Context: an optimization exercise on an open-source flow, tuned for small area, a short achievable clock period and few clock cycles per item. The choices shown serve that exercise and are no tape-out recipe. No functional check of the RTL was part of any run shown here. Power and IR drop assume default switching activity.

`design.v`:
```
module booth_multiplier(
    input         clk,
    input         reset_n,
    input         op_start,
    input         op_clear,
    input  [31:0] multiplier,
    input  [31:0] multiplicand,
    output        op_done,
    output [63:0] result
);
  reg       busy, done;
  reg       first;                        
  reg       step;                         
  reg       last;                         
  reg [2:0] cnt;
  wire      idle = !busy && !done;
  wire      fin  = cnt[2];                        
  reg  [31:0] m_q;           
  reg  [31:0] lo_q;          
  reg  [31:0] s_q, c_q;      
  reg  [7:0]  rs_q, rc_q;    
  reg         cy_q;          
  reg  [3:0]  one_q, two_q, ng_q;   
  function [11:0] enc;
    input [7:0] b;
    input       bm;
    integer i;
    reg [8:0] x;
    begin
      x = {b, bm};
      for (i = 0; i < 4; i = i + 1) begin
        enc[i]         = x[2*i+1] ^ x[2*i];
        enc[4+i]     = (x[2*i+2] & ~x[2*i+1] & ~x[2*i]) | (~x[2*i+2] & x[2*i+1] & x[2*i]);
        enc[8+i]   = x[2*i+2];
      end
    end
  endfunction
  wire [31:0] s_g = s_q & {32{~first}};
  wire [11:0] enc_next = busy ? enc(lo_q[15:8], lo_q[7]) : enc(multiplier[7:0], 1'b0);
  wire [32:0] mg0 = ({33{one_q[0]}} & {m_q[31], m_q}) | ({33{two_q[0]}} & {m_q, 1'b0});
  wire [32:0] pp0 = mg0 ^ {33{ng_q[0]}};
  wire [32:0] e0 = {~pp0[32], pp0[31:0]};
  wire [32:0] mg1 = ({33{one_q[1]}} & {m_q[31], m_q}) | ({33{two_q[1]}} & {m_q, 1'b0});
  wire [32:0] pp1 = mg1 ^ {33{ng_q[1]}};
  wire [32:0] e1 = {~pp1[32], pp1[31:0]};
  wire [32:0] mg2 = ({33{one_q[2]}} & {m_q[31], m_q}) | ({33{two_q[2]}} & {m_q, 1'b0});
  wire [32:0] pp2 = mg2 ^ {33{ng_q[2]}};
  wire [32:0] e2 = {~pp2[32], pp2[31:0]};
  wire [32:0] mg3 = ({33{one_q[3]}} & {m_q[31], m_q}) | ({33{two_q[3]}} & {m_q, 1'b0});
  wire [32:0] pp3 = mg3 ^ {33{ng_q[3]}};
  wire [32:0] e3 = {~pp3[32], pp3[31:0]};
  wire fs1;
  wire fc2;
  wire hs3;
  wire hc4;
  wire hs5;
  wire hc6;
  wire fs7;
  wire fc8;
  wire fs9;
  wire fc10;
  wire hs11;
  wire hc12;
  wire hs13;
  wire hc14;
  wire fs15;
  wire fc16;
  wire fs17;
  wire fc18;
  wire fs19;
  wire fc20;
  wire fs21;
  wire fc22;
  wire hs23;
  wire hc24;
  wire fs25;
  wire fc26;
  wire hs27;
  wire hc28;
  wire fs29;
  wire fc30;
  wire fs31;
  wire fc32;
  wire fs33;
  wire fc34;
  wire fs35;
  wire fc36;
  wire fs37;
  wire fc38;
  wire fs39;
  wire fc40;
  wire fs41;
  wire fc42;
  wire hs43;
  wire hc44;
  wire hs45;
  wire hc46;
  wire fs47;
  wire fc48;
  wire fs49;
  wire fc50;
  wire fs51;
  wire fc52;
  wire fs53;
  wire fc54;
  wire fs55;
  wire fc56;
  wire fs57;
  wire fc58;
  wire fs59;
  wire fc60;
  wire fs61;
  wire fc62;
  wire fs63;
  wire fc64;
  wire fs65;
  wire fc66;
  wire fs67;
  wire fc68;
  wire fs69;
  wire fc70;
  wire fs71;
  wire fc72;
  wire fs73;
  wire fc74;
  wire hs75;
  wire hc76;
  wire fs77;
  wire fc78;
  wire fs79;
  wire fc80;
  wire fs81;
  wire fc82;
  wire fs83;
  wire fc84;
  wire fs85;
  wire fc86;
  wire fs87;
  wire fc88;
  wire fs89;
  wire fc90;
  wire fs91;
  wire fc92;
  wire fs93;
  wire fc94;
  wire hs95;
  wire hc96;
  wire fs97;
  wire fc98;
  wire fs99;
  wire fc100;
  wire fs101;
  wire fc102;
  wire fs103;
  wire fc104;
  wire fs105;
  wire fc106;
  wire fs107;
  wire fc108;
  wire fs109;
  wire fc110;
  wire fs111;
  wire fc112;
  wire fs113;
  wire fc114;
  wire hs115;
  wire hc116;
  wire fs117;
  wire fc118;
  wire fs119;
  wire fc120;
  wire fs121;
  wire fc122;
  wire fs123;
  wire fc124;
  wire fs125;
  wire fc126;
  wire fs127;
  wire fc128;
  wire fs129;
  wire fc130;
  wire fs131;
  wire fc132;
  wire fs133;
  wire fc134;
  wire hs135;
  wire hc136;
  wire fs137;
  wire fc138;
  wire fs139;
  wire fc140;
  wire fs141;
  wire fc142;
  wire fs143;
  wire fc144;
  wire fs145;
  wire fc146;
  wire fs147;
  wire fc148;
  wire fs149;
  wire fc150;
  wire fs151;
  wire fc152;
  wire fs153;
  wire fc154;
  wire hs155;
  wire hc156;
  wire fs157;
  wire fc158;
  wire fs159;
  wire fc160;
  wire fs161;
  wire fc162;
  wire fs163;
  wire fc164;
  wire fs165;
  wire fc166;
  wire fs167;
  wire fc168;
  wire fs169;
  wire fc170;
  wire fs171;
  wire fc172;
  wire fs173;
  wire fc174;
  wire hs175;
  wire hc176;
  wire fs177;
  wire fc178;
  wire fs179;
  wire fc180;
  wire fs181;
  wire fc182;
  wire fs183;
  wire fc184;
  wire fs185;
  wire fc186;
  wire fs187;
  wire fc188;
  wire fs189;
  wire fc190;
  wire fs191;
  wire fc192;
  wire fs193;
  wire fc194;
  wire hs195;
  wire hc196;
  wire fs197;
  wire fc198;
  wire fs199;
  wire fc200;
  wire fs201;
  wire fc202;
  wire fs203;
  wire fc204;
  wire fs205;
  wire fc206;
  wire fs207;
  wire fc208;
  wire fs209;
  wire fc210;
  wire fs211;
  wire fc212;
  wire fs213;
  wire fc214;
  wire hs215;
  wire hc216;
  wire fs217;
  wire fc218;
  wire fs219;
  wire fc220;
  wire fs221;
  wire fc222;
  wire fs223;
  wire fc224;
  wire fs225;
  wire fc226;
  wire fs227;
  wire fc228;
  wire fs229;
  wire fc230;
  wire fs231;
  wire fc232;
  wire fs233;
  wire fc234;
  wire hs235;
  wire hc236;
  wire fs237;
  wire fc238;
  wire fs239;
  wire fc240;
  wire fs241;
  wire fc242;
  wire fs243;
  wire fc244;
  wire fs245;
  wire fc246;
  wire fs247;
  wire fc248;
  wire fs249;
  wire fc250;
  wire fs251;
  wire fc252;
  wire fs253;
  wire fc254;
  wire hs255;
  wire hc256;
  wire fs257;
  wire fc258;
  wire fs259;
  wire fc260;
  wire fs261;
  wire fc262;
  wire fs263;
  wire fc264;
  wire fs265;
  wire fc266;
  wire fs267;
  wire fc268;
  wire fs269;
  wire fc270;
  wire fs271;
  wire fc272;
  wire fs273;
  wire fc274;
  wire hs275;
  wire hc276;
  wire fs277;
  wire fc278;
  wire fs279;
  wire fc280;
  wire fs281;
  wire fc282;
  wire fs283;
  wire fc284;
  wire fs285;
  wire fc286;
  wire fs287;
  wire fc288;
  wire fs289;
  wire fc290;
  wire fs291;
  wire fc292;
  wire fs293;
  wire fc294;
  wire fs295;
  wire fc296;
  wire hs297;
  wire hc298;
  wire fs299;
  wire fc300;
  wire fs301;
  wire fc302;
  wire fs303;
  wire fc304;
  wire fs305;
  wire fc306;
  wire fs307;
  wire fc308;
  wire fs309;
  wire fc310;
  wire hs311;
  wire hc312;
  wire hs313;
  wire hc314;
  wire fs315;
  wire fc316;
  wire fs317;
  wire fc318;
  wire hs319;
  wire hc320;
  wire hs321;
  wire hc322;
  wire fs323;
  wire fc324;
  mul_fa u_fs1 (.a(c_q[0]), .b(ng_q[0]), .ci(s_g[0]), .s(fs1), .co(fc2));
  mul_ha u_hs3 (.a(c_q[1]), .b(s_g[1]), .s(hs3), .c(hc4));
  mul_ha u_hs5 (.a(hs3), .b(fc2), .s(hs5), .c(hc6));
  mul_fa u_fs7 (.a(c_q[2]), .b(ng_q[1]), .ci(s_g[2]), .s(fs7), .co(fc8));
  mul_fa u_fs9 (.a(hc4), .b(fs7), .ci(e0[2]), .s(fs9), .co(fc10));
  mul_ha u_hs11 (.a(e1[0]), .b(hc6), .s(hs11), .c(hc12));
  mul_ha u_hs13 (.a(c_q[3]), .b(s_g[3]), .s(hs13), .c(hc14));
  mul_fa u_fs15 (.a(hs13), .b(fc8), .ci(e0[3]), .s(fs15), .co(fc16));
  mul_fa u_fs17 (.a(e1[1]), .b(hc12), .ci(fc10), .s(fs17), .co(fc18));
  mul_fa u_fs19 (.a(c_q[4]), .b(ng_q[2]), .ci(s_g[4]), .s(fs19), .co(fc20));
  mul_fa u_fs21 (.a(hc14), .b(fs19), .ci(e0[4]), .s(fs21), .co(fc22));
  mul_ha u_hs23 (.a(e1[2]), .b(e2[0]), .s(hs23), .c(hc24));
  mul_fa u_fs25 (.a(hs23), .b(fc16), .ci(fs21), .s(fs25), .co(fc26));
  mul_ha u_hs27 (.a(c_q[5]), .b(s_g[5]), .s(hs27), .c(hc28));
  mul_fa u_fs29 (.a(hs27), .b(fc20), .ci(e0[5]), .s(fs29), .co(fc30));
  mul_fa u_fs31 (.a(e1[3]), .b(e2[1]), .ci(hc24), .s(fs31), .co(fc32));
  mul_fa u_fs33 (.a(fc22), .b(fs29), .ci(fs31), .s(fs33), .co(fc34));
  mul_fa u_fs35 (.a(c_q[6]), .b(ng_q[3]), .ci(s_g[6]), .s(fs35), .co(fc36));
  mul_fa u_fs37 (.a(hc28), .b(fs35), .ci(e0[6]), .s(fs37), .co(fc38));
  mul_fa u_fs39 (.a(e1[4]), .b(e2[2]), .ci(e3[0]), .s(fs39), .co(fc40));
  mul_fa u_fs41 (.a(fc30), .b(fs37), .ci(fs39), .s(fs41), .co(fc42));
  mul_ha u_hs43 (.a(fc32), .b(fs41), .s(hs43), .c(hc44));
  mul_ha u_hs45 (.a(c_q[7]), .b(s_g[7]), .s(hs45), .c(hc46));
  mul_fa u_fs47 (.a(hs45), .b(fc36), .ci(e0[7]), .s(fs47), .co(fc48));
  mul_fa u_fs49 (.a(e1[5]), .b(e2[3]), .ci(e3[1]), .s(fs49), .co(fc50));
  mul_fa u_fs51 (.a(fc38), .b(fc40), .ci(fs47), .s(fs51), .co(fc52));
  mul_fa u_fs53 (.a(fs49), .b(fc42), .ci(fs51), .s(fs53), .co(fc54));
  mul_fa u_fs55 (.a(c_q[8]), .b(s_g[8]), .ci(hc46), .s(fs55), .co(fc56));
  mul_fa u_fs57 (.a(last), .b(e0[8]), .ci(e1[6]), .s(fs57), .co(fc58));
  mul_fa u_fs59 (.a(e2[4]), .b(e3[2]), .ci(fs55), .s(fs59), .co(fc60));
  mul_fa u_fs61 (.a(fc48), .b(fc50), .ci(fs57), .s(fs61), .co(fc62));
  mul_fa u_fs63 (.a(fs59), .b(fc52), .ci(fs61), .s(fs63), .co(fc64));
  mul_fa u_fs65 (.a(c_q[9]), .b(s_g[9]), .ci(last), .s(fs65), .co(fc66));
  mul_fa u_fs67 (.a(e0[9]), .b(e1[7]), .ci(e2[5]), .s(fs67), .co(fc68));
  mul_fa u_fs69 (.a(e3[3]), .b(fc56), .ci(fs65), .s(fs69), .co(fc70));
  mul_fa u_fs71 (.a(fc58), .b(fs67), .ci(fc60), .s(fs71), .co(fc72));
  mul_fa u_fs73 (.a(fs69), .b(fc62), .ci(fs71), .s(fs73), .co(fc74));
  mul_ha u_hs75 (.a(c_q[10]), .b(s_g[10]), .s(hs75), .c(hc76));
  mul_fa u_fs77 (.a(hs75), .b(e0[10]), .ci(e1[8]), .s(fs77), .co(fc78));
  mul_fa u_fs79 (.a(e2[6]), .b(e3[4]), .ci(fc66), .s(fs79), .co(fc80));
  mul_fa u_fs81 (.a(fc68), .b(fs77), .ci(fc70), .s(fs81), .co(fc82));
  mul_fa u_fs83 (.a(fs79), .b(fc72), .ci(fs81), .s(fs83), .co(fc84));
  mul_fa u_fs85 (.a(c_q[11]), .b(s_g[11]), .ci(hc76), .s(fs85), .co(fc86));
  mul_fa u_fs87 (.a(last), .b(e0[11]), .ci(e1[9]), .s(fs87), .co(fc88));
  mul_fa u_fs89 (.a(e2[7]), .b(e3[5]), .ci(fs85), .s(fs89), .co(fc90));
  mul_fa u_fs91 (.a(fc78), .b(fs87), .ci(fc80), .s(fs91), .co(fc92));
  mul_fa u_fs93 (.a(fs89), .b(fc82), .ci(fs91), .s(fs93), .co(fc94));
  mul_ha u_hs95 (.a(c_q[12]), .b(s_g[12]), .s(hs95), .c(hc96));
  mul_fa u_fs97 (.a(hs95), .b(e0[12]), .ci(e1[10]), .s(fs97), .co(fc98));
  mul_fa u_fs99 (.a(e2[8]), .b(e3[6]), .ci(fc86), .s(fs99), .co(fc100));
  mul_fa u_fs101 (.a(fc88), .b(fs97), .ci(fc90), .s(fs101), .co(fc102));
  mul_fa u_fs103 (.a(fs99), .b(fc92), .ci(fs101), .s(fs103), .co(fc104));
  mul_fa u_fs105 (.a(c_q[13]), .b(s_g[13]), .ci(hc96), .s(fs105), .co(fc106));
  mul_fa u_fs107 (.a(last), .b(e0[13]), .ci(e1[11]), .s(fs107), .co(fc108));
  mul_fa u_fs109 (.a(e2[9]), .b(e3[7]), .ci(fs105), .s(fs109), .co(fc110));
  mul_fa u_fs111 (.a(fc98), .b(fs107), .ci(fc100), .s(fs111), .co(fc112));
  mul_fa u_fs113 (.a(fs109), .b(fc102), .ci(fs111), .s(fs113), .co(fc114));
  mul_ha u_hs115 (.a(c_q[14]), .b(s_g[14]), .s(hs115), .c(hc116));
  mul_fa u_fs117 (.a(hs115), .b(e0[14]), .ci(e1[12]), .s(fs117), .co(fc118));
  mul_fa u_fs119 (.a(e2[10]), .b(e3[8]), .ci(fc106), .s(fs119), .co(fc120));
  mul_fa u_fs121 (.a(fc108), .b(fs117), .ci(fc110), .s(fs121), .co(fc122));
  mul_fa u_fs123 (.a(fs119), .b(fc112), .ci(fs121), .s(fs123), .co(fc124));
  mul_fa u_fs125 (.a(c_q[15]), .b(s_g[15]), .ci(hc116), .s(fs125), .co(fc126));
  mul_fa u_fs127 (.a(last), .b(e0[15]), .ci(e1[13]), .s(fs127), .co(fc128));
  mul_fa u_fs129 (.a(e2[11]), .b(e3[9]), .ci(fs125), .s(fs129), .co(fc130));
  mul_fa u_fs131 (.a(fc118), .b(fs127), .ci(fc120), .s(fs131), .co(fc132));
  mul_fa u_fs133 (.a(fs129), .b(fc122), .ci(fs131), .s(fs133), .co(fc134));
  mul_ha u_hs135 (.a(c_q[16]), .b(s_g[16]), .s(hs135), .c(hc136));
  mul_fa u_fs137 (.a(hs135), .b(e0[16]), .ci(e1[14]), .s(fs137), .co(fc138));
  mul_fa u_fs139 (.a(e2[12]), .b(e3[10]), .ci(fc126), .s(fs139), .co(fc140));
  mul_fa u_fs141 (.a(fc128), .b(fs137), .ci(fc130), .s(fs141), .co(fc142));
  mul_fa u_fs143 (.a(fs139), .b(fc132), .ci(fs141), .s(fs143), .co(fc144));
  mul_fa u_fs145 (.a(c_q[17]), .b(s_g[17]), .ci(hc136), .s(fs145), .co(fc146));
  mul_fa u_fs147 (.a(last), .b(e0[17]), .ci(e1[15]), .s(fs147), .co(fc148));
  mul_fa u_fs149 (.a(e2[13]), .b(e3[11]), .ci(fs145), .s(fs149), .co(fc150));
  mul_fa u_fs151 (.a(fc138), .b(fs147), .ci(fc140), .s(fs151), .co(fc152));
  mul_fa u_fs153 (.a(fs149), .b(fc142), .ci(fs151), .s(fs153), .co(fc154));
  mul_ha u_hs155 (.a(c_q[18]), .b(s_g[18]), .s(hs155), .c(hc156));
  mul_fa u_fs157 (.a(hs155), .b(e0[18]), .ci(e1[16]), .s(fs157), .co(fc158));
  mul_fa u_fs159 (.a(e2[14]), .b(e3[12]), .ci(fc146), .s(fs159), .co(fc160));
  mul_fa u_fs161 (.a(fc148), .b(fs157), .ci(fc150), .s(fs161), .co(fc162));
  mul_fa u_fs163 (.a(fs159), .b(fc152), .ci(fs161), .s(fs163), .co(fc164));
  mul_fa u_fs165 (.a(c_q[19]), .b(s_g[19]), .ci(hc156), .s(fs165), .co(fc166));
  mul_fa u_fs167 (.a(last), .b(e0[19]), .ci(e1[17]), .s(fs167), .co(fc168));
  mul_fa u_fs169 (.a(e2[15]), .b(e3[13]), .ci(fs165), .s(fs169), .co(fc170));
  mul_fa u_fs171 (.a(fc158), .b(fs167), .ci(fc160), .s(fs171), .co(fc172));
  mul_fa u_fs173 (.a(fs169), .b(fc162), .ci(fs171), .s(fs173), .co(fc174));
  mul_ha u_hs175 (.a(c_q[20]), .b(s_g[20]), .s(hs175), .c(hc176));
  mul_fa u_fs177 (.a(hs175), .b(e0[20]), .ci(e1[18]), .s(fs177), .co(fc178));
  mul_fa u_fs179 (.a(e2[16]), .b(e3[14]), .ci(fc166), .s(fs179), .co(fc180));
  mul_fa u_fs181 (.a(fc168), .b(fs177), .ci(fc170), .s(fs181), .co(fc182));
  mul_fa u_fs183 (.a(fs179), .b(fc172), .ci(fs181), .s(fs183), .co(fc184));
  mul_fa u_fs185 (.a(c_q[21]), .b(s_g[21]), .ci(hc176), .s(fs185), .co(fc186));
  mul_fa u_fs187 (.a(last), .b(e0[21]), .ci(e1[19]), .s(fs187), .co(fc188));
  mul_fa u_fs189 (.a(e2[17]), .b(e3[15]), .ci(fs185), .s(fs189), .co(fc190));
  mul_fa u_fs191 (.a(fc178), .b(fs187), .ci(fc180), .s(fs191), .co(fc192));
  mul_fa u_fs193 (.a(fs189), .b(fc182), .ci(fs191), .s(fs193), .co(fc194));
  mul_ha u_hs195 (.a(c_q[22]), .b(s_g[22]), .s(hs195), .c(hc196));
  mul_fa u_fs197 (.a(hs195), .b(e0[22]), .ci(e1[20]), .s(fs197), .co(fc198));
  mul_fa u_fs199 (.a(e2[18]), .b(e3[16]), .ci(fc186), .s(fs199), .co(fc200));
  mul_fa u_fs201 (.a(fc188), .b(fs197), .ci(fc190), .s(fs201), .co(fc202));
  mul_fa u_fs203 (.a(fs199), .b(fc192), .ci(fs201), .s(fs203), .co(fc204));
  mul_fa u_fs205 (.a(c_q[23]), .b(s_g[23]), .ci(hc196), .s(fs205), .co(fc206));
  mul_fa u_fs207 (.a(last), .b(e0[23]), .ci(e1[21]), .s(fs207), .co(fc208));
  mul_fa u_fs209 (.a(e2[19]), .b(e3[17]), .ci(fs205), .s(fs209), .co(fc210));
  mul_fa u_fs211 (.a(fc198), .b(fs207), .ci(fc200), .s(fs211), .co(fc212));
  mul_fa u_fs213 (.a(fs209), .b(fc202), .ci(fs211), .s(fs213), .co(fc214));
  mul_ha u_hs215 (.a(c_q[24]), .b(s_g[24]), .s(hs215), .c(hc216));
  mul_fa u_fs217 (.a(hs215), .b(e0[24]), .ci(e1[22]), .s(fs217), .co(fc218));
  mul_fa u_fs219 (.a(e2[20]), .b(e3[18]), .ci(fc206), .s(fs219), .co(fc220));
  mul_fa u_fs221 (.a(fc208), .b(fs217), .ci(fc210), .s(fs221), .co(fc222));
  mul_fa u_fs223 (.a(fs219), .b(fc212), .ci(fs221), .s(fs223), .co(fc224));
  mul_fa u_fs225 (.a(c_q[25]), .b(s_g[25]), .ci(hc216), .s(fs225), .co(fc226));
  mul_fa u_fs227 (.a(last), .b(e0[25]), .ci(e1[23]), .s(fs227), .co(fc228));
  mul_fa u_fs229 (.a(e2[21]), .b(e3[19]), .ci(fs225), .s(fs229), .co(fc230));
  mul_fa u_fs231 (.a(fc218), .b(fs227), .ci(fc220), .s(fs231), .co(fc232));
  mul_fa u_fs233 (.a(fs229), .b(fc222), .ci(fs231), .s(fs233), .co(fc234));
  mul_ha u_hs235 (.a(c_q[26]), .b(s_g[26]), .s(hs235), .c(hc236));
  mul_fa u_fs237 (.a(hs235), .b(e0[26]), .ci(e1[24]), .s(fs237), .co(fc238));
  mul_fa u_fs239 (.a(e2[22]), .b(e3[20]), .ci(fc226), .s(fs239), .co(fc240));
  mul_fa u_fs241 (.a(fc228), .b(fs237), .ci(fc230), .s(fs241), .co(fc242));
  mul_fa u_fs243 (.a(fs239), .b(fc232), .ci(fs241), .s(fs243), .co(fc244));
  mul_fa u_fs245 (.a(c_q[27]), .b(s_g[27]), .ci(hc236), .s(fs245), .co(fc246));
  mul_fa u_fs247 (.a(last), .b(e0[27]), .ci(e1[25]), .s(fs247), .co(fc248));
  mul_fa u_fs249 (.a(e2[23]), .b(e3[21]), .ci(fs245), .s(fs249), .co(fc250));
  mul_fa u_fs251 (.a(fc238), .b(fs247), .ci(fc240), .s(fs251), .co(fc252));
  mul_fa u_fs253 (.a(fs249), .b(fc242), .ci(fs251), .s(fs253), .co(fc254));
  mul_ha u_hs255 (.a(c_q[28]), .b(s_g[28]), .s(hs255), .c(hc256));
  mul_fa u_fs257 (.a(hs255), .b(e0[28]), .ci(e1[26]), .s(fs257), .co(fc258));
  mul_fa u_fs259 (.a(e2[24]), .b(e3[22]), .ci(fc246), .s(fs259), .co(fc260));
  mul_fa u_fs261 (.a(fc248), .b(fs257), .ci(fc250), .s(fs261), .co(fc262));
  mul_fa u_fs263 (.a(fs259), .b(fc252), .ci(fs261), .s(fs263), .co(fc264));
  mul_fa u_fs265 (.a(c_q[29]), .b(s_g[29]), .ci(hc256), .s(fs265), .co(fc266));
  mul_fa u_fs267 (.a(last), .b(e0[29]), .ci(e1[27]), .s(fs267), .co(fc268));
  mul_fa u_fs269 (.a(e2[25]), .b(e3[23]), .ci(fs265), .s(fs269), .co(fc270));
  mul_fa u_fs271 (.a(fc258), .b(fs267), .ci(fc260), .s(fs271), .co(fc272));
  mul_fa u_fs273 (.a(fs269), .b(fc262), .ci(fs271), .s(fs273), .co(fc274));
  mul_ha u_hs275 (.a(c_q[30]), .b(s_g[30]), .s(hs275), .c(hc276));
  mul_fa u_fs277 (.a(hs275), .b(e0[30]), .ci(e1[28]), .s(fs277), .co(fc278));
  mul_fa u_fs279 (.a(e2[26]), .b(e3[24]), .ci(fc266), .s(fs279), .co(fc280));
  mul_fa u_fs281 (.a(fc268), .b(fs277), .ci(fc270), .s(fs281), .co(fc282));
  mul_fa u_fs283 (.a(fs279), .b(fc272), .ci(fs281), .s(fs283), .co(fc284));
  mul_fa u_fs285 (.a(c_q[31]), .b(s_g[31]), .ci(hc276), .s(fs285), .co(fc286));
  mul_fa u_fs287 (.a(last), .b(e0[31]), .ci(e1[29]), .s(fs287), .co(fc288));
  mul_fa u_fs289 (.a(e2[27]), .b(e3[25]), .ci(fs285), .s(fs289), .co(fc290));
  mul_fa u_fs291 (.a(fc278), .b(fs287), .ci(fc280), .s(fs291), .co(fc292));
  mul_fa u_fs293 (.a(fs289), .b(fc282), .ci(fs291), .s(fs293), .co(fc294));
  mul_fa u_fs295 (.a(e0[32]), .b(e1[30]), .ci(e2[28]), .s(fs295), .co(fc296));
  mul_ha u_hs297 (.a(e3[26]), .b(fc286), .s(hs297), .c(hc298));
  mul_fa u_fs299 (.a(hs297), .b(fc288), .ci(fs295), .s(fs299), .co(fc300));
  mul_fa u_fs301 (.a(fc290), .b(fc292), .ci(fs299), .s(fs301), .co(fc302));
  mul_fa u_fs303 (.a(last), .b(e1[31]), .ci(e2[29]), .s(fs303), .co(fc304));
  mul_fa u_fs305 (.a(e3[27]), .b(hc298), .ci(fc296), .s(fs305), .co(fc306));
  mul_fa u_fs307 (.a(fs303), .b(fs305), .ci(fc300), .s(fs307), .co(fc308));
  mul_fa u_fs309 (.a(e1[32]), .b(e2[30]), .ci(e3[28]), .s(fs309), .co(fc310));
  mul_ha u_hs311 (.a(fc304), .b(fs309), .s(hs311), .c(hc312));
  mul_ha u_hs313 (.a(hs311), .b(fc306), .s(hs313), .c(hc314));
  mul_fa u_fs315 (.a(last), .b(e2[31]), .ci(e3[29]), .s(fs315), .co(fc316));
  mul_fa u_fs317 (.a(fc310), .b(fs315), .ci(hc312), .s(fs317), .co(fc318));
  mul_ha u_hs319 (.a(e2[32]), .b(e3[30]), .s(hs319), .c(hc320));
  mul_ha u_hs321 (.a(hs319), .b(fc316), .s(hs321), .c(hc322));
  mul_fa u_fs323 (.a(last), .b(e3[31]), .ci(hc320), .s(fs323), .co(fc324));
  wire [39:0] sn = {last, e3[32], hc322, fc318, hc314, fc308, fc302, fc294, fc284, fc274, fc264, fc254, fc244, fc234, fc224, fc214, fc204, fc194, fc184, fc174, fc164, fc154, fc144, fc134, fc124, fc114, fc104, fc94, fc84, fc74, fc64, fc54, hc44, fc34, fc26, fc18, fs15, fs9, e0[1], e0[0]};
  wire [39:0] cn = {1'b0, fc324, fs323, hs321, fs317, hs313, fs307, fs301, fs293, fs283, fs273, fs263, fs253, fs243, fs233, fs223, fs213, fs203, fs193, fs183, fs173, fs163, fs153, fs143, fs133, fs123, fs113, fs103, fs93, fs83, fs73, fs63, fs53, hs43, fs33, fs25, fs17, hs11, hs5, fs1};
  wire [39:0] ad_sum;
  wire        ad_cy;                     
  mul_add40 u_ad (.a({s_q, rs_q}), .b({c_q, rc_q}), .ci(cy_q), .s(ad_sum), .ct(ad_cy));
  assign op_done = done;
  assign result  = {s_q[31:0], lo_q};
  always @(posedge clk or negedge reset_n) begin
    if (!reset_n) begin
      busy  <= 1'b0;
      done  <= 1'b0;
      first <= 1'b0;
      step  <= 1'b0;
      last  <= 1'b0;
    end else if (op_clear) begin
      busy  <= 1'b0;
      done  <= 1'b0;
      first <= 1'b0;
      step  <= 1'b0;
      last  <= 1'b0;
    end else if (idle) begin
      busy  <= op_start;
      first <= op_start;
      step  <= op_start;
    end else begin
      first <= 1'b0;
      last  <= step && (cnt == 3'd2);
      if (last)
        step <= 1'b0;
      if (busy && fin) begin
        busy <= 1'b0;
        done <= 1'b1;
      end
    end
  end
  always @(posedge clk) begin
    cnt <= busy ? cnt + 3'd1 : 3'd0;
    if (!busy)
      m_q <= multiplicand;
    if (idle)
      lo_q <= multiplier;
    else if (busy)
      lo_q <= {ad_sum[7:0], lo_q[31:8]};
    s_q  <= step ? sn[39:8] : ad_sum[39:8];
    c_q  <= step ? cn[39:8] : 32'd0;
    rs_q <= step ? sn[7:0] : 8'd0;
    rc_q <= step ? cn[7:0] : 8'd0;
    cy_q <= step & ad_cy;
    {ng_q, two_q, one_q} <= enc_next;
  end
endmodule
module mul_fa(input a, input b, input ci, output s, output co);
  assign s  = a ^ b ^ ci;
  assign co = (a & b) | (ci & (a ^ b));
endmodule
module mul_ha(input a, input b, output s, output c);
  assign s = a ^ b;
  assign c = a & b;
endmodule
module mul_add40(input [39:0] a, input [39:0] b, input ci, output [39:0] s, output ct);
  wire [39:0] p = a ^ b;
  wire [39:0] g0 = a & b;
  wire [39:0] g = {g0[39:1], g0[0] | (p[0] & ci)};
  wire gg1 = g[1] | (p[1] & g[0]);
  wire pq2 = p[1] & p[0];
  wire gg3 = g[3] | (p[3] & g[2]);
  wire pq4 = p[3] & p[2];
  wire gg5 = g[5] | (p[5] & g[4]);
  wire pq6 = p[5] & p[4];
  wire gg7 = g[7] | (p[7] & g[6]);
  wire pq8 = p[7] & p[6];
  wire gg9 = g[9] | (p[9] & g[8]);
  wire pq10 = p[9] & p[8];
  wire gg11 = g[11] | (p[11] & g[10]);
  wire pq12 = p[11] & p[10];
  wire gg13 = g[13] | (p[13] & g[12]);
  wire pq14 = p[13] & p[12];
  wire gg15 = g[15] | (p[15] & g[14]);
  wire pq16 = p[15] & p[14];
  wire gg17 = g[17] | (p[17] & g[16]);
  wire pq18 = p[17] & p[16];
  wire gg19 = g[19] | (p[19] & g[18]);
  wire pq20 = p[19] & p[18];
  wire gg21 = g[21] | (p[21] & g[20]);
  wire pq22 = p[21] & p[20];
  wire gg23 = g[23] | (p[23] & g[22]);
  wire pq24 = p[23] & p[22];
  wire gg25 = g[25] | (p[25] & g[24]);
  wire pq26 = p[25] & p[24];
  wire gg27 = g[27] | (p[27] & g[26]);
  wire pq28 = p[27] & p[26];
  wire gg29 = g[29] | (p[29] & g[28]);
  wire pq30 = p[29] & p[28];
  wire gg31 = g[31] | (p[31] & g[30]);
  wire pq32 = p[31] & p[30];
  wire gg33 = g[33] | (p[33] & g[32]);
  wire pq34 = p[33] & p[32];
  wire gg35 = g[35] | (p[35] & g[34]);
  wire pq36 = p[35] & p[34];
  wire gg37 = g[37] | (p[37] & g[36]);
  wire pq38 = p[37] & p[36];
  wire gg39 = g[39] | (p[39] & g[38]);
  wire pq40 = p[39] & p[38];
  wire gg41 = g[2] | (p[2] & gg1);
  wire pq42 = p[2] & pq2;
  wire gg43 = gg3 | (pq4 & gg1);
  wire pq44 = pq4 & pq2;
  wire gg45 = g[6] | (p[6] & gg5);
  wire pq46 = p[6] & pq6;
  wire gg47 = gg7 | (pq8 & gg5);
  wire pq48 = pq8 & pq6;
  wire gg49 = g[10] | (p[10] & gg9);
  wire pq50 = p[10] & pq10;
  wire gg51 = gg11 | (pq12 & gg9);
  wire pq52 = pq12 & pq10;
  wire gg53 = g[14] | (p[14] & gg13);
  wire pq54 = p[14] & pq14;
  wire gg55 = gg15 | (pq16 & gg13);
  wire pq56 = pq16 & pq14;
  wire gg57 = g[18] | (p[18] & gg17);
  wire pq58 = p[18] & pq18;
  wire gg59 = gg19 | (pq20 & gg17);
  wire pq60 = pq20 & pq18;
  wire gg61 = g[22] | (p[22] & gg21);
  wire pq62 = p[22] & pq22;
  wire gg63 = gg23 | (pq24 & gg21);
  wire pq64 = pq24 & pq22;
  wire gg65 = g[26] | (p[26] & gg25);
  wire pq66 = p[26] & pq26;
  wire gg67 = gg27 | (pq28 & gg25);
  wire pq68 = pq28 & pq26;
  wire gg69 = g[30] | (p[30] & gg29);
  wire pq70 = p[30] & pq30;
  wire gg71 = gg31 | (pq32 & gg29);
  wire pq72 = pq32 & pq30;
  wire gg73 = g[34] | (p[34] & gg33);
  wire pq74 = p[34] & pq34;
  wire gg75 = gg35 | (pq36 & gg33);
  wire pq76 = pq36 & pq34;
  wire gg77 = g[38] | (p[38] & gg37);
  wire pq78 = p[38] & pq38;
  wire gg79 = gg39 | (pq40 & gg37);
  wire pq80 = pq40 & pq38;
  wire gg81 = g[4] | (p[4] & gg43);
  wire pq82 = p[4] & pq44;
  wire gg83 = gg5 | (pq6 & gg43);
  wire pq84 = pq6 & pq44;
  wire gg85 = gg45 | (pq46 & gg43);
  wire pq86 = pq46 & pq44;
  wire gg87 = gg47 | (pq48 & gg43);
  wire pq88 = pq48 & pq44;
  wire gg89 = g[12] | (p[12] & gg51);
  wire pq90 = p[12] & pq52;
  wire gg91 = gg13 | (pq14 & gg51);
  wire pq92 = pq14 & pq52;
  wire gg93 = gg53 | (pq54 & gg51);
  wire pq94 = pq54 & pq52;
  wire gg95 = gg55 | (pq56 & gg51);
  wire pq96 = pq56 & pq52;
  wire gg97 = g[20] | (p[20] & gg59);
  wire pq98 = p[20] & pq60;
  wire gg99 = gg21 | (pq22 & gg59);
  wire pq100 = pq22 & pq60;
  wire gg101 = gg61 | (pq62 & gg59);
  wire pq102 = pq62 & pq60;
  wire gg103 = gg63 | (pq64 & gg59);
  wire pq104 = pq64 & pq60;
  wire gg105 = g[28] | (p[28] & gg67);
  wire pq106 = p[28] & pq68;
  wire gg107 = gg29 | (pq30 & gg67);
  wire pq108 = pq30 & pq68;
  wire gg109 = gg69 | (pq70 & gg67);
  wire pq110 = pq70 & pq68;
  wire gg111 = gg71 | (pq72 & gg67);
  wire pq112 = pq72 & pq68;
  wire gg113 = g[36] | (p[36] & gg75);
  wire pq114 = p[36] & pq76;
  wire gg115 = gg37 | (pq38 & gg75);
  wire pq116 = pq38 & pq76;
  wire gg117 = gg77 | (pq78 & gg75);
  wire pq118 = pq78 & pq76;
  wire gg119 = gg79 | (pq80 & gg75);
  wire pq120 = pq80 & pq76;
  wire gg121 = g[8] | (p[8] & gg87);
  wire pq122 = p[8] & pq88;
  wire gg123 = gg9 | (pq10 & gg87);
  wire pq124 = pq10 & pq88;
  wire gg125 = gg49 | (pq50 & gg87);
  wire pq126 = pq50 & pq88;
  wire gg127 = gg51 | (pq52 & gg87);
  wire pq128 = pq52 & pq88;
  wire gg129 = gg89 | (pq90 & gg87);
  wire pq130 = pq90 & pq88;
  wire gg131 = gg91 | (pq92 & gg87);
  wire pq132 = pq92 & pq88;
  wire gg133 = gg93 | (pq94 & gg87);
  wire pq134 = pq94 & pq88;
  wire gg135 = gg95 | (pq96 & gg87);
  wire pq136 = pq96 & pq88;
  wire gg137 = g[24] | (p[24] & gg103);
  wire pq138 = p[24] & pq104;
  wire gg139 = gg25 | (pq26 & gg103);
  wire pq140 = pq26 & pq104;
  wire gg141 = gg65 | (pq66 & gg103);
  wire pq142 = pq66 & pq104;
  wire gg143 = gg67 | (pq68 & gg103);
  wire pq144 = pq68 & pq104;
  wire gg145 = gg105 | (pq106 & gg103);
  wire pq146 = pq106 & pq104;
  wire gg147 = gg107 | (pq108 & gg103);
  wire pq148 = pq108 & pq104;
  wire gg149 = gg109 | (pq110 & gg103);
  wire pq150 = pq110 & pq104;
  wire gg151 = gg111 | (pq112 & gg103);
  wire pq152 = pq112 & pq104;
  wire gg153 = g[16] | (p[16] & gg135);
  wire pq154 = p[16] & pq136;
  wire gg155 = gg17 | (pq18 & gg135);
  wire pq156 = pq18 & pq136;
  wire gg157 = gg57 | (pq58 & gg135);
  wire pq158 = pq58 & pq136;
  wire gg159 = gg59 | (pq60 & gg135);
  wire pq160 = pq60 & pq136;
  wire gg161 = gg97 | (pq98 & gg135);
  wire pq162 = pq98 & pq136;
  wire gg163 = gg99 | (pq100 & gg135);
  wire pq164 = pq100 & pq136;
  wire gg165 = gg101 | (pq102 & gg135);
  wire pq166 = pq102 & pq136;
  wire gg167 = gg103 | (pq104 & gg135);
  wire pq168 = pq104 & pq136;
  wire gg169 = gg137 | (pq138 & gg135);
  wire pq170 = pq138 & pq136;
  wire gg171 = gg139 | (pq140 & gg135);
  wire pq172 = pq140 & pq136;
  wire gg173 = gg141 | (pq142 & gg135);
  wire pq174 = pq142 & pq136;
  wire gg175 = gg143 | (pq144 & gg135);
  wire pq176 = pq144 & pq136;
  wire gg177 = gg145 | (pq146 & gg135);
  wire pq178 = pq146 & pq136;
  wire gg179 = gg147 | (pq148 & gg135);
  wire pq180 = pq148 & pq136;
  wire gg181 = gg149 | (pq150 & gg135);
  wire pq182 = pq150 & pq136;
  wire gg183 = gg151 | (pq152 & gg135);
  wire pq184 = pq152 & pq136;
  wire gg185 = g[32] | (p[32] & gg183);
  wire pq186 = p[32] & pq184;
  wire gg187 = gg33 | (pq34 & gg183);
  wire pq188 = pq34 & pq184;
  wire gg189 = gg73 | (pq74 & gg183);
  wire pq190 = pq74 & pq184;
  wire gg191 = gg75 | (pq76 & gg183);
  wire pq192 = pq76 & pq184;
  wire gg193 = gg113 | (pq114 & gg183);
  wire pq194 = pq114 & pq184;
  wire gg195 = gg115 | (pq116 & gg183);
  wire pq196 = pq116 & pq184;
  wire gg197 = gg117 | (pq118 & gg183);
  wire pq198 = pq118 & pq184;
  wire gg199 = gg119 | (pq120 & gg183);
  wire pq200 = pq120 & pq184;
  assign s = p ^ {gg197, gg195, gg193, gg191, gg189, gg187, gg185, gg183, gg181, gg179, gg177, gg175, gg173, gg171, gg169, gg167, gg165, gg163, gg161, gg159, gg157, gg155, gg153, gg135, gg133, gg131, gg129, gg127, gg125, gg123, gg121, gg87, gg85, gg83, gg81, gg43, gg41, gg1, g[0], ci};
  assign ct = gg87;
endmodule
```
`flow/run.sh`:
```
#!/bin/bash
# Standard layout, except: plain buf_1 cells as the port buffers, and a clock
# tree of clkbuf_4/clkbuf_8 cells under a clkbuf_16 root, without dummy loads.
export BUFFER_PORTS_ARGS="-buffer_cell sky130_fd_sc_hd__buf_1"
export CTS_ARGS="-sink_clustering_enable -repair_clock_nets -dont_use_dummy_load -root_buf sky130_fd_sc_hd__clkbuf_16 -buf_list \"sky130_fd_sc_hd__clkbuf_4 sky130_fd_sc_hd__clkbuf_8\""
bash standard.sh > standard.log 2>&1
```
`standard.sh`:
```
#!/bin/bash
# synth_recipe.tcl (not shown) runs the flow's synth.tcl, then flattens the netlist and writes it again
# the make line also repeats each setting of config.mk as NAME=value (left out here)
make -C /OpenROAD-flow-scripts/flow DESIGN_CONFIG=/design/flow/config.mk WORK_HOME=/design/flow/orfs CLKGATE_MAP_FILE= SYNTH_SCRIPT=/design/flow/synth_recipe.tcl "${@:-finish}"
```
`config.mk`:
```
export PLATFORM = sky130hd
export DESIGN_NAME = booth_multiplier
export DESIGN_NICKNAME = booth_multiplier
export VERILOG_FILES = /design/flow/design.v
export SDC_FILE = /design/flow/constraint.sdc
export NUM_CORES = 4
export LEC_CHECK = 0
export CAP_MARGIN = 20
export CORE_MARGIN = 2
export CORE_UTILIZATION = 40
export PLACE_DENSITY = 0.75
export SETUP_SLACK_MARGIN = 2.0
export SLEW_MARGIN = 20
export SYNTH_HIERARCHICAL = 1
export SYNTH_MINIMUM_KEEP_SIZE = 0
```
`constraint.sdc`:
```
create_clock -name core_clock -period 5.0 [get_ports {clk}]
set_input_delay 1.0000 -clock core_clock [delete_from_list [all_inputs] [get_ports {clk}]]
set_output_delay 1.0000 -clock core_clock [all_outputs]
set_load 0.01 [all_outputs]
```
==> flow_summary.yaml, run 1 <==
critical_path:
  cp_cell_sequence: "buf_12, nor2b_2, ha_2, fa_2, fa_2, fa_2, fa_2, and2_1"
  critPathCaptureType: "register"
  required_ns: 5.28
  regToRegSetupSlack_ns: 1.96
  cp_common_cell: "fa_2"
  cp_num_buf_inv: 1
  worstPathMaxFanout: 9
  rr_endpoint: "c_q[14]$_SDFF_PN0_"
  timing.rr.start: "first$_DFF_PN0_"
  reg2reg_depth: 8
  cp-startpoint: "first$_DFF_PN0_"
  arrival_ns: 3.32
  cpMaxStageDelayCell: "fa_2"
  crit_family: "adder cells"
  worstSetupPathType: "register to register"
  cpPeakStageDelay_ns: 0.56
  startpoint_type: "register"
detailed_routing:
  dr.first_iter.drc_count: 701
  num_vias: 8664
  drc: 0
  drt-vias-per-instance: 5.47
  postRouteAntennaNets: 0
  firstDrtPassIters: 6
  wl_per_cell_um: 19.9
  postRouteWirelength_mm: 31.6
synth:
  synth_area_mm2: 0.0130
  synth.distinct_cells: 55
  async_flop_share_pct: 3.05
  yosysWarnings: 7
  ys.flop_type: "dfxtp_1"
  synth_edf_count: 64
  syn-instance-count: 1099
  seq_area_frac_synth_pct: 30.5
  synth_seq_cells: 164
  synth_area_per_cell_um2: 11.8
floorplan:
  ios: 133
  die-area_mm2: 0.0338
  core_mm2: 0.0317
  initial_core_util_pct: 40.9
  die_width_um: 184
  num_rows: 65
  fp.dieH_um: 184
placed_design:
  io_buffers: 132
  globalplace.congestion: 0.850
  hpwl_mm: 23.2
cts:
  clockBufferDepth: 2
  cts_tree: "done"
  ctsHtreeMaxLevel: 4
  cts_sinks: 164
  path_clk_slew_ns: 0.09
  cts_made_buffers: 17
  worstSkewPairLatency_ns: 0.40
  root_buffer: "clkbuf_16"
timing:
  final-hold-violation-count: 0
  relSlewSlack_pct: 48.0
  drv_slew: 0
  period_minus_slack_ns: 3.04
  finalSetupTns_ns: 0
  finalSetupViolations: 0
  skew_ns: 0.0340
  post-route-period-util_pct: 60.7
  rsz0062_at_grt: "yes"
  fmax_mhz: 329
  worst_pin_slew_ns: 0.780
global_routing:
  grt_max_degree: 45
  grt_pass1_vias: 9035
  grt_use_total_pct: 19.2
  grt_antenna_before_repair: 0
  grt_overflow_total: 0
  grt_pass1_wl_mm: 49.7
outcome:
  outcome: "timing/DRC/antenna clean"
power:
  p_leak_nw: 5.59
  power.density_mw_per_mm2: 580
  power_mw: 8.29
  peakVddDrop_mv: 0.310
min_path:
  hold_class: "input port to async pin"
layout:
  drive_gt1_share_pct: 16.9
  diodes: 0
  layout.nets: 1461
  syn_to_final_growth_pct: 10.3
job:
  cap_viol_max_count: 0
[worst max path at each step]
stage / depth (start not counted) / to / slack (ns)
2_1_floorplan: 8 / s_q[11]$_DFF_P_ / 2.09
3_3_place_gp: 7 / s_q[23]$_DFF_P_ / 1.44
3_5_place_dp: 7 / s_q[15]$_DFF_P_ / 1.40
4_1_cts: 8 / s_q[23]$_DFF_P_ / 2.00
5_1_grt: 14 / s_q[22]$_DFF_P_ / 1.88
6_report: 8 / c_q[14]$_SDFF_PN0_ / 1.96
[cells by family (layout without fill, tap and decap cells)]
| kind of cell | Yosys count | after routing | share of synthesized area, % |
|---|---|---|---|
| adder cells (fa/ha/maj) | 208 | 208 | 28.5 |
| buffers and inverters | 115 | 198 | 4.06 |
| AO/OA/AOI/OAI | 213 | 213 | 11.9 |
| AND/OR/NAND/NOR | 158 | 158 | 6.75 |
| flip-flops | 164 | 164 | 30.5 |
| multiplexers | 68 | 68 | 6.69 |
| XOR/XNOR | 172 | 172 | 11.6 |
| other | 1 | 2 | 0.0289 |
[worst register-to-register path: stages, from the launching register on]
cell     delay [ns]
dfrtp_4        0.51
buf_12         0.16
nor2b_2        0.12
ha_2           0.17
fa_2           0.46
fa_2           0.36
fa_2           0.56
fa_2           0.42
and2_1         0.16
[per-layer routing]
metal  track usage (%)  vias up  wire length (um)
li1                  -     3946                 -
met4              7.10        0               737
met5                 0        -                 0
met3              3.03       50              1670
met2              31.8      265             15600
met1              25.3     4403             13600
[Yosys stat by module, one instance, submodules excluded]
module / area [um^2] / cells inside / copies in the design / flops+latches
mul_add40: 1630 / 203 / 1 / 0
mul_ha: 12.5 / 1 / 24 / 0
mul_fa: 20.0 / 1 / 138 / 0
booth_multiplier: 8270 / 734 / 1 / 164
[synthesized netlist by cell type, types with 9 or more instances]
library cell	n	area share (%)
xnor2_1	149	10
fa_1	145	22
a22oi_1	124	7.2
dfxtp_1	95	15
edfxtp_1	64	15
ha_1	63	6.1
and2_1	51	2.5
clkbuf_1	43	1.2
mux2_2	41	3.6
nor2b_1	36	1.7
a21oi_1	30	1.2
clkbuf_2	29	1.1
mux2_4	27	3.1
nand2_1	26	0.75
xor2_1	23	1.6
nor2_1	22	0.64
inv_1	21	0.61
o21ai_0	17	0.66
buf_2	16	0.62
a21o_1	9	0.52
[sequential cells by signal (all words and copies together) (netlist names), 3 cells and up]
signal  count
ng_q        4
rc_q        8
cnt         3
rs_q        8
m_q        32
two_q       4
c_q        31
lo_q       32
s_q        32
one_q       4
[where the power goes]
part           internal, mW  total, mW  leakage [nW]  switching [mW]
sequential             1.74       2.24          1.52           0.492
combinational          2.67       5.30          3.94            2.63
clock                 0.321      0.760         0.127           0.439
[metrics by stage]
step	instances	instance area, um^2	worst slack [ns]	util [%]	hold slack [ns]
global route	1585	14300	1.88	45.1	0.434
finish	1585	14300	1.96	45.1	0.435
CTS	1579	14100	2.00	44.3	0.419
detailed placement	1555	13600	1.40	43.0	0.465
floorplan	1100	13000	2.09	-	0.417
global placement	1555	13600	1.44	43.0	0.428
[cell usage in the layout, fill, tap and decap left out, drive strengths merged, types with 12 or more instances in the layout]
cell / instances
buf: 160
a22oi: 124
xnor2: 149
xor2: 23
dfxtp: 95
nor2: 22
edfxtp: 64
inv: 21
a21oi: 31
o21ai: 20
ha: 63
fa: 145
a21o: 12
mux2: 68
nor2b: 36
and2: 51
clkbuf: 17
nand2: 26
[area by class of cell]
class,instances,area (um^2)
Clock buffer,17,245
Fill cell,2888,17400
Inverter,21,78.8
Multi-Input combinational cell,821,8720
Sequential cell,164,4000
Tap cell,402,503
Timing Repair Buffer,160,749
[timing repair]
action	in CTS	in global routing
gates resized for setup	36	57
setup endpoints to repair	67	48
pin swaps	8	17
hold buffers	0	0
setup buffers	7	6
==> run 2, diff against run 1 <==
--- a/config.mk
+++ b/config.mk
@@ -10,3 +10,3 @@
 export CORE_UTILIZATION = 40
-export PLACE_DENSITY = 0.75
+export PLACE_DENSITY = 0.6
 export SETUP_SLACK_MARGIN = 2.0
==> run 2 against run 1 <==
Cell count rose by 0.13%. Fmax fell by 0.31%. Design area rose by 0.17%. Critical path type unchanged.
==> flow_summary.yaml, run 2 <==
outcome:
  outcome: "timing/DRC/antenna clean"
detailed_routing:
  wl_per_cell_um: 20.3
  num_vias: 8542
  firstDrtPassIters: 6
  drc: 0
  postRouteWirelength_mm: 32.2
  wl_met1_mm: 14.3
  dr.first_iter.drc_count: 725
  wl_met3_mm: 1.45
  met2WireLength_mm: 15.8
  postRouteAntennaNets: 0
  drt-vias-per-instance: 5.38
  highest_layer: "met4"
power:
  pwr-share-comb_pct: 64.9
  internal_power_mw: 4.82
  power.density_mw_per_mm2: 590
  p_leak_nw: 5.59
  p_switching_mw: 3.63
  p_seq_share_pct: 25.8
  switching_share_pct: 43.0
  peakVddDrop_mv: 0.364
  clockPowerShare_pct: 9.3
critical_path:
  cpPeakStageDelay_ns: 0.46
  cp_cell_sequence: "buf_12, nor2b_1, ha_1, fa_1, fa_2, fa_1, fa_2, mux2_2"
  crit_family: "adder cells"
  cp_num_buf_inv: 1
  cp-startpoint: "first$_DFF_PN0_"
  required_ns: 5.26
  worstSetupPathType: "register to register"
  cpMaxStageDelayCell: "dfrtp_2"
  critPathCaptureType: "register"
  reg2reg_depth: 8
  startpoint_type: "register"
  timing.rr.start: "first$_DFF_PN0_"
  path_depth: 8
  arrival_ns: 3.30
  worstPathMaxFanout: 16
  regToRegSetupSlack_ns: 1.95
min_path:
  hold_class: "input port to async pin"
layout:
  drive_gt1_share_pct: 17.7
  top_regs: "lo_q x32, m_q x32, s_q x32"
  final_cell_mix: "xnor2_1, buf_1, a22oi_1"
  nFillCells: 3028
  final_common_cell: "xnor2_1"
  syn_to_final_growth_pct: 10.5
  utilization_pct: 45.1
  layout.nets: 1462
global_routing:
  grt_pass1_vias: 9050
  grt_max_degree: 44
  grt_use_total_pct: 20.0
  grt_antenna_before_repair: 1
  grt_pass1_wl_mm: 51.2
  grt_overflow_total: 0
timing:
  relSlewSlack_pct: 43.0
  post-route-period-util_pct: 60.9
  worst_pin_slew_ns: 0.855
  drv_slew: 0
  finalSetupViolations: 0
  finalSetupTns_ns: 0
  skew_ns: 0.0554
  rsz0062_at_grt: "yes"
  period_minus_slack_ns: 3.05
  final-hold-violation-count: 0
  holdWs_ns: 0.414
  fmax_mhz: 328
floorplan:
  fp.dieH_um: 184
  core_mm2: 0.0317
  die-area_mm2: 0.0338
  die_width_um: 184
  num_rows: 65
  initial_core_util_pct: 40.9
  ios: 133
synth:
  synth_common_cells: "xnor2_1, fa_1, a22oi_1"
  syn-instance-count: 1099
  yosysWarnings: 7
  yosysMostFrequentCell: "xnor2_1"
  synth.distinct_cells: 55
  synth_area_leaders: "fa_1, edfxtp_1, dfxtp_1, xnor2_1, a22oi_1"
  synth_edf_count: 64
  seq_area_frac_synth_pct: 30.5
  yosys.area.top_type: "fa_1"
  netlist.area_leader.share_pct: 22.4
  synth_seq_cells: 164
  synth_area_per_cell_um2: 11.8
  synth_area_mm2: 0.0130
  async_flop_share_pct: 3.05
  ys.flop_type: "dfxtp_1"
cts:
  root_buffer: "clkbuf_16"
  worstSkewPairLatency_ns: 0.42
  path_clk_slew_ns: 0.12
  cts_tree: "done"
  ctsHtreeMaxLevel: 4
  cts_sinks: 164
  clockBufferDepth: 2
  cts_made_buffers: 17
placed_design:
  hpwl_mm: 23.3
  globalplace.congestion: 0.852
  io_buffers: 132
job:
  cap_viol_max_count: 0
## run 2: modules after synthesis (local to each module, per instance)
| module | flip-flops and latches | copies in the design |
|---|---|---|
| mul_add40 | 0 | 1 |
| mul_fa | 0 | 138 |
| booth_multiplier | 164 | 1 |
| mul_ha | 0 | 24 |
## run 2: stage by stage
stage                     instances  power, mW  instance area [um^2]  setup slack, ns
after floorplan                1100       5.81                 13000             2.09
after global placement         1555       7.40                 13600             1.46
after detailed placement       1555       7.43                 13600             1.39
after CTS                      1577       8.40                 14100             1.96
after global routing           1587       9.38                 14300             1.87
final                          1587       8.44                 14300             1.95
## run 2: area by class of cell
type	count	area [um^2]	area share (%)
Multi-Input combinational cell	821	8720	60.9
Sequential cell	164	3990	27.9
Timing Repair Buffer	161	777	5.43
Tap cell	402	503	3.51
Clock buffer	17	245	1.71
Inverter	21	78.8	0.551
Antenna cell	1	2.50	0.0175
## run 2: timing repair
item / 4_1_cts / 5_1_grt
hold buffers: 0 / 0
gates resized for setup: 55 / 52
setup endpoints to repair: 61 / 57
gates cloned: 1 / 0
buffers inserted: 4 / 9
pin swaps: 5 / 29
## run 2: final timing paths
check / to
worst max-delay path: s_q[23]$_DFF_P_
worst min-delay path: busy$_DFFE_PN0P_
worst max register to register: s_q[23]$_DFF_P_
worst min register to register: cnt[0]$_SDFF_PN0_
max in group asynchronous: last$_DFFE_PN0P_
min in group core_clock: cnt[0]$_SDFF_PN0_
## run 2: cells by family after synthesis
| group | after synthesis | synth area share (%) |
|---|---|---|
| and+or+nand+nor | 158 | 6.75 |
| adders and majority gates | 208 | 28.5 |
| other | 1 | 0.0289 |
| DFF | 164 | 30.5 |
| xor gates and xnor gates | 172 | 11.6 |
| buffers and inverters | 115 | 4.06 |
| AOI/OAI and AO/OA | 213 | 11.9 |
| muxes | 68 | 6.69 |
## run 2: metal layers
metal | vias to the layer above | GRT usage, %
met1 | 4311 | 26.5
met2 | 240 | 33.2
li1 | 3957 | -
met3 | 34 | 3.49
met4 | 0 | 6.72
met5 | - | 0
## run 2: power by group through the flow
stage	clock network, mW	registers [mW]	logic, mW
detailed placement	0	2.21	5.23
CTS	0.812	2.18	5.41
floorplan	0	2.02	3.79
finish	0.783	2.18	5.48
global route	0.865	2.23	6.28
global placement	0	2.21	5.19
==> run 3, diff against run 2 <==
--- a/config.mk
+++ b/config.mk
@@ -10,4 +10,4 @@
 export CORE_UTILIZATION = 40
-export PLACE_DENSITY = 0.6
-export SETUP_SLACK_MARGIN = 2.0
+export PLACE_DENSITY = 0.75
+export SETUP_SLACK_MARGIN = 0
 export SLEW_MARGIN = 20
==> run 3 against run 2 <==
Still clean on timing, DRC and antenna. Flip-flop and latch count is the same. Via count grew 0.55%. Count of clock-buffer cells in the layout is the same. Setup slack lost 0.50 ns. Synthesized cell count is the same. Core utilization shrank 1.4 points. Wire length shrank 5.2%. Cell count shrank 0.95%. Area after synthesis is the same. Critical path type unchanged. Highest routed layer unchanged.
==> flow_summary.yaml, run 3 <==
critical_path:
  cp_num_buf_inv: 2
  required_ns: 5.26
  crit_family: "compound AO/OA/AOI/OAI gates"
  cp_cell_sequence: "inv_1, fa_1, inv_1, fa_1, a21o_1, o21ai_2, a32o_2, o41ai_4, a211oi_1, o21bai_1, a21oi_1, xnor2_1, mux2_2"
  critPathCaptureType: "register"
  arrival_ns: 3.81
  startpoint_type: "register"
  worstPathMaxFanout: 7
  cpPeakStageDelay_ns: 0.81
  cpMaxStageDelayCell: "o41ai_4"
  worstSetupPathType: "register to register"
synth:
  synth_seq_cells: 164
  synth_area_mm2: 0.0130
  async_flop_share_pct: 3.05
  synth_area_per_cell_um2: 11.8
  synth_area_leaders: "fa_1, edfxtp_1, dfxtp_1, xnor2_1, a22oi_1"
  synth.distinct_cells: 55
  yosys.area.top_type: "fa_1"
  synth_edf_count: 64
  seq_area_frac_synth_pct: 30.5
  netlist.area_leader.share_pct: 22.4
  synth_common_cells: "xnor2_1, fa_1, a22oi_1"
  syn-instance-count: 1099
  yosysMostFrequentCell: "xnor2_1"
  ys.flop_type: "dfxtp_1"
  yosysWarnings: 7
job:
  cap_viol_max_count: 0
cts:
  cts.repair.resized: 0
  cts.hold.buffers_added: 0
  path_clk_slew_ns: 0.10
  cts_tree: "done"
  clockBufferDepth: 2
  post_cts_buffers: 0
  ctsHtreeMaxLevel: 4
  cts_sinks: 164
  worstSkewPairLatency_ns: 0.39
  cts_made_buffers: 17
  root_buffer: "clkbuf_16"
layout:
  final_common_cell: "xnor2_1"
  layout.nets: 1448
  syn_to_final_growth_pct: 7.15
  top_regs: "lo_q x32, m_q x32, s_q x32"
  nFillCells: 2916
  drive_gt1_share_pct: 10.5
  final_cell_mix: "xnor2_1, fa_1, buf_1"
  diodes: 0
detailed_routing:
  dr.first_iter.drc_count: 698
  postRouteWirelength_mm: 30.6
  wl_per_cell_um: 19.4
  drt-vias-per-instance: 5.46
  firstDrtPassIters: 5
  num_vias: 8589
  drc: 0
  postRouteAntennaNets: 0
floorplan:
  initial_core_util_pct: 40.9
  core_mm2: 0.0317
  num_rows: 65
  ios: 133
  die-area_mm2: 0.0338
  die_width_um: 184
  fp.dieH_um: 184
timing:
  period_minus_slack_ns: 3.55
  final-hold-violation-count: 0
  post-route-period-util_pct: 71.0
  holdWs_ns: 0.439
  finalSetupTns_ns: 0
  skew_ns: 0.0358
  worst_pin_slew_ns: 1.15
  fmax_mhz: 282
  drv_slew: 0
  rsz0062_at_grt: "no"
  finalSetupViolations: 0
  relSlewSlack_pct: 23.4
placed_design:
  io_buffers: 132
  hpwl_mm: 23.2
  globalplace.congestion: 0.841
global_routing:
  grt_use_total_pct: 19.0
  grt_overflow_total: 0
  grt_max_degree: 83
  grt_pass1_vias: 8985
  grt_antenna_before_repair: 0
  grt_pass1_wl_mm: 49.9
power:
  peakVddDrop_mv: 0.289
  power_mw: 8.09
  p_leak_nw: 5.51
  power.density_mw_per_mm2: 583
min_path:
  hold_class: "input port to async pin"
outcome:
  outcome: "timing/DRC/antenna clean"
## run 3: cell counts after synthesis
No cell type changed its count.
## run 3: path summary, 6_finish.rpt
kind                                    start                end  slack [ns]  depth (start not counted)
hold / removal                        reset_n   busy$_DFFE_PN0P_        0.44                          1
max in group asynchronous             reset_n   step$_DFFE_PN0P_        4.33                          1
setup reg to reg           rs_q[0]$_SDFF_PN0_    s_q[29]$_DFF_P_        1.45                         13
min in group core_clock     cnt[0]$_SDFF_PN0_  cnt[0]$_SDFF_PN0_        0.46                          1
setup / recovery           rs_q[0]$_SDFF_PN0_    s_q[29]$_DFF_P_        1.45                         13
hold reg to reg             cnt[0]$_SDFF_PN0_  cnt[0]$_SDFF_PN0_        0.46                          1
## run 3: worst register-to-register path, delay by kind of cell, from the launching register on
kind / cells / cell delay (ns)
muxes: 1 / 0.26
adders and majority gates: 2 / 0.59
buffers and inverters: 2 / 0.12
DFF: 1 / 0.32
xor gates and xnor gates: 1 / 0.13
AOI/OAI and AO/OA: 7 / 2.00
## run 3: area by class of cell
class | instances | area [um^2] | area share, %
sequential | 164 | 3960 | 28.5
inverter | 21 | 78.8 | 0.568
clock buffer | 17 | 245 | 1.77
tap | 402 | 503 | 3.62
timing repair buffer | 147 | 608 | 4.38
multi-input combinational | 821 | 8490 | 61.1
## run 3: per-module statistics from Yosys, one instance, submodules excluded
| module | cells | times used | cell area, um^2 |
|---|---|---|---|
| mul_add40 | 203 | 1 | 1630 |
| mul_ha | 1 | 24 | 12.5 |
| booth_multiplier | 734 | 1 | 8270 |
| mul_fa | 1 | 138 | 20.0 |
## run 3: per-layer routing
| metal | share of wire [%] | GRT usage (%) |
|---|---|---|
| met5 | 0 | 0 |
| met3 | 4.4 | 2.83 |
| met2 | 50 | 32.7 |
| met1 | 44 | 25.4 |
| met4 | 1.7 | 4.29 |
## run 3: cells by family after synthesis
family | synth area share [%]
muxes | 6.69
buffers and inverters | 4.06
xor gates and xnor gates | 11.6
and+or+nand+nor | 6.75
AOI/OAI and AO/OA | 11.9
DFF | 30.5
adders and majority gates | 28.5
other | 0.0289
## run 3: power by group
| part | total (mW) | leakage, nW | switching (mW) | internal, mW |
|---|---|---|---|---|
| clock | 0.771 | 0.127 | 0.449 | 0.322 |
| combinational | 5.13 | 3.86 | 2.60 | 2.53 |
| sequential | 2.19 | 1.52 | 0.454 | 1.74 |
| total | 8.09 | 5.51 | 3.50 | 4.59 |
## run 3: per-stage QoR
step	cell area, um^2	setup WS (ns)	cells	util (%)
2_1_floorplan	13000	1.92	1100	-
3_3_place_gp	13600	1.55	1555	43.0
3_5_place_dp	13600	1.44	1555	43.0
4_1_cts	13900	1.45	1572	43.8
5_1_grt	13900	1.30	1572	43.8
6_report	13900	1.45	1572	43.8
==> run 4, diff against run 3 <==
--- a/config.mk
+++ b/config.mk
@@ -11,3 +11,3 @@
 export PLACE_DENSITY = 0.75
-export SETUP_SLACK_MARGIN = 0
+export SETUP_SLACK_MARGIN = 1.6
 export SLEW_MARGIN = 20
==> run 4 against run 3 <==
Still clean. Clock power about the same. Core utilization is 0.10 points higher. Worst hold slack got worse by 0.0044 ns. Sequential power about the same. Flip-flop and latch count is the same. Cell count grew 0.13%. Clock skew up 0.0011 ns. Global-route usage is 0.056 points higher. Register-to-register slack gained 0.24 ns. Fmax rose by 7.3%. Via count is 0.16% higher.
==> flow_summary.yaml, run 4 <==
floorplan:
  die-area_mm2: 0.0338
  fp.dieH_um: 184
  core_mm2: 0.0317
  ios: 133
  die_width_um: 184
  initial_core_util_pct: 40.9
  num_rows: 65
detailed_routing:
  firstDrtPassIters: 5
  dr.first_iter.drc_count: 672
  drc: 0
  drt-vias-per-instance: 5.47
  postRouteAntennaNets: 0
  wl_per_cell_um: 19.4
  postRouteWirelength_mm: 30.6
  num_vias: 8603
layout:
  final_cell_mix: "xnor2_1, fa_1, buf_1"
  final_cells: 1574
  top_regs: "lo_q x32, m_q x32, s_q x32"
  syn_to_final_growth_pct: 7.40
  diodes: 0
  nFillCells: 2912
  layout.nets: 1450
  drive_gt1_share_pct: 10.8
  final_common_cell: "xnor2_1"
critical_path:
  cp_common_cell: "fa_1"
  cp_cell_sequence: "buf_4, nor2b_1, fa_1, fa_1, fa_1, fa_1, mux2_2"
  startpoint_type: "register"
  cp_num_buf_inv: 1
  regToRegSetupSlack_ns: 1.69
  worstPathMaxFanout: 17
  crit_family: "adder cells"
  worstSetupPathType: "register to register"
  cpPeakStageDelay_ns: 0.59
  required_ns: 5.27
  critPathCaptureType: "register"
  cpMaxStageDelayCell: "dfrtp_4"
  arrival_ns: 3.58
timing:
  worst_pin_slew_ns: 1.15
  final-hold-violation-count: 0
  period_minus_slack_ns: 3.31
  finalSetupViolations: 0
  rsz0062_at_grt: "yes"
  relSlewSlack_pct: 23.5
  post-route-period-util_pct: 66.2
  setup_slack_ns: 1.69
  fmax_mhz: 302
  drv_slew: 0
  finalSetupTns_ns: 0
  holdWs_ns: 0.434
  skew_ns: 0.0368
cts:
  cts_sinks: 164
  worstSkewPairLatency_ns: 0.40
  root_buffer: "clkbuf_16"
  ctsHtreeMaxLevel: 4
  clockBufferDepth: 2
  cts_tree: "done"
  cts_made_buffers: 17
  path_clk_slew_ns: 0.10
min_path:
  hold_class: "input port to async pin"
global_routing:
  grt_pass1_vias: 9016
  grt_overflow_total: 0
  grt_antenna_before_repair: 0
  grt_pass1_wl_mm: 50.1
  grt_use_total_pct: 19.1
  grt_max_degree: 83
synth:
  netlist.area_leader.share_pct: 22.4
  synth_common_cells: "xnor2_1, fa_1, a22oi_1"
  syn-instance-count: 1099
  synth_edf_count: 64
  synth_area_leaders: "fa_1, edfxtp_1, dfxtp_1, xnor2_1, a22oi_1"
  ys.flop_type: "dfxtp_1"
  seq_area_frac_synth_pct: 30.5
  yosysMostFrequentCell: "xnor2_1"
  yosysWarnings: 7
  async_flop_share_pct: 3.05
  synth_seq_cells: 164
  yosys.area.top_type: "fa_1"
  synth.distinct_cells: 55
  synth_area_per_cell_um2: 11.8
  synth_area_mm2: 0.0130
power:
  p_leak_nw: 5.52
  power.density_mw_per_mm2: 582
  peakVddDrop_mv: 0.288
placed_design:
  io_buffers: 132
  place_ws_ns: 1.44
  globalplace.congestion: 0.841
  hpwl_mm: 23.2
  placed_cells: 1555
job:
  cap_viol_max_count: 0
outcome:
  outcome: "timing/DRC/antenna clean"
## run 4: power by group
part / leakage (nW) / internal [mW] / switching (mW) / total (mW)
clock: 0.127 / 0.322 / 0.450 / 0.772
combinational: 3.87 / 2.53 / 2.60 / 5.13
sequential: 1.52 / 1.74 / 0.453 / 2.19
total: 5.52 / 4.60 / 3.50 / 8.10
## run 4: modules after synthesis, one instance, submodules excluded
module / cells inside / times used / area [um^2]
mul_ha: 1 / 24 / 12.5
mul_fa: 1 / 138 / 20.0
mul_add40: 203 / 1 / 1630
booth_multiplier: 734 / 1 / 8270
## run 4: cell families (layout without fill, tap and decap cells)
group	Yosys count	after routing	synth area share [%]
and+or+nand+nor	158	158	6.75
buffers and inverters	115	187	4.06
xor gates and xnor gates	172	172	11.6
AOI/OAI and AO/OA	213	213	11.9
other	1	2	0.0289
adders and majority gates	208	208	28.5
muxes	68	68	6.69
DFF	164	164	30.5
## run 4: cell type report
class                   count  area (um^2)  share of cell area [%]
flip-flops and latches    164         3970                    28.5
multi-input cells         821         8490                    61.0
repair buffers            149          636                    4.57
well taps                 402          503                    3.61
inverters                  21         78.8                   0.566
clock buffers              17          245                    1.76
## run 4: worst paths after layout
kind	start	endpoint	cells past startpoint
setup / recovery	first$_DFF_PN0_	s_q[0]$_DFF_P_	7
hold / removal	reset_n	first$_DFF_PN0_	1
setup reg to reg	first$_DFF_PN0_	s_q[0]$_DFF_P_	7
hold reg to reg	cnt[0]$_SDFF_PN0_	cnt[0]$_SDFF_PN0_	1
max in group asynchronous	reset_n	first$_DFF_PN0_	1
min in group core_clock	cnt[0]$_SDFF_PN0_	cnt[0]$_SDFF_PN0_	1
## run 4: what timing repair did
item                                    4_1_cts  5_1_grt
hold buffers                                  0        0
setup buffers                                 2        0
gates resized for setup                       3        2
pin swaps                                     1        0
endpoints found under the setup margin       37       17
## run 4: per-layer routing
layer  global-route usage, %  share of wire, %  up-vias
li1                        -                 -     3936
met1                    25.5                43     4351
met2                    32.5                50      285
met3                    3.05               4.9       31
met4                    4.51               1.6        0
met5                       0                 0        -
## run 4: per-stage QoR
stage	power, mW	utilization [%]	cell area [um^2]
global route	8.96	43.9	13900
global placement	7.22	43.0	13600
finish	8.10	43.9	13900
floorplan	5.81	-	13000
CTS	8.17	43.9	13900
detailed placement	7.34	43.0	13600
## run 4: worst reg2reg max path: stages (launching register included)
cell and delay, ns:
dfrtp_4 0.59, buf_4 0.25, nor2b_1 0.22, fa_1 0.47, fa_1 0.43, fa_1 0.52
fa_1 0.42, mux2_2 0.28

[afterwards: timing with drivers on the ports]
No port has a modelled driver above. Below, the same layouts with a new extraction and two added sets of constraints. Step 1 sets driving cells, clkbuf_16 on the clock port and buf_2 on the other inputs (assumed; they add their load-dependent delay and slew). Step 2 times the ports against the registers' clock, not the clock port: input delays grow and output delays shrink by t, the midpoint of the rising clock arrivals with the driver on. Three values: no drivers, after step 1, after step 2; two values: the first two.
| run | shift t [ns] | setup WS [ns] | latest minus earliest clock arrival (ns) | cell pins on the clock port's net |
|---|---|---|---|---|
| run 1 | 0.433 | 1.963 / 1.963 / 1.963 | 0.035 / 0.035 | 1 |
| run 2 | 0.444 | 1.953 / 1.953 / 1.953 | 0.055 / 0.055 | 1 |
| run 3 | 0.426 | 1.449 / 1.449 / 1.449 | 0.036 / 0.035 | 1 |
| run 4 | 0.430 | 1.692 / 1.692 / 1.692 | 0.037 / 0.036 | 1 |
After both steps setup and hold are still met in every run listed.
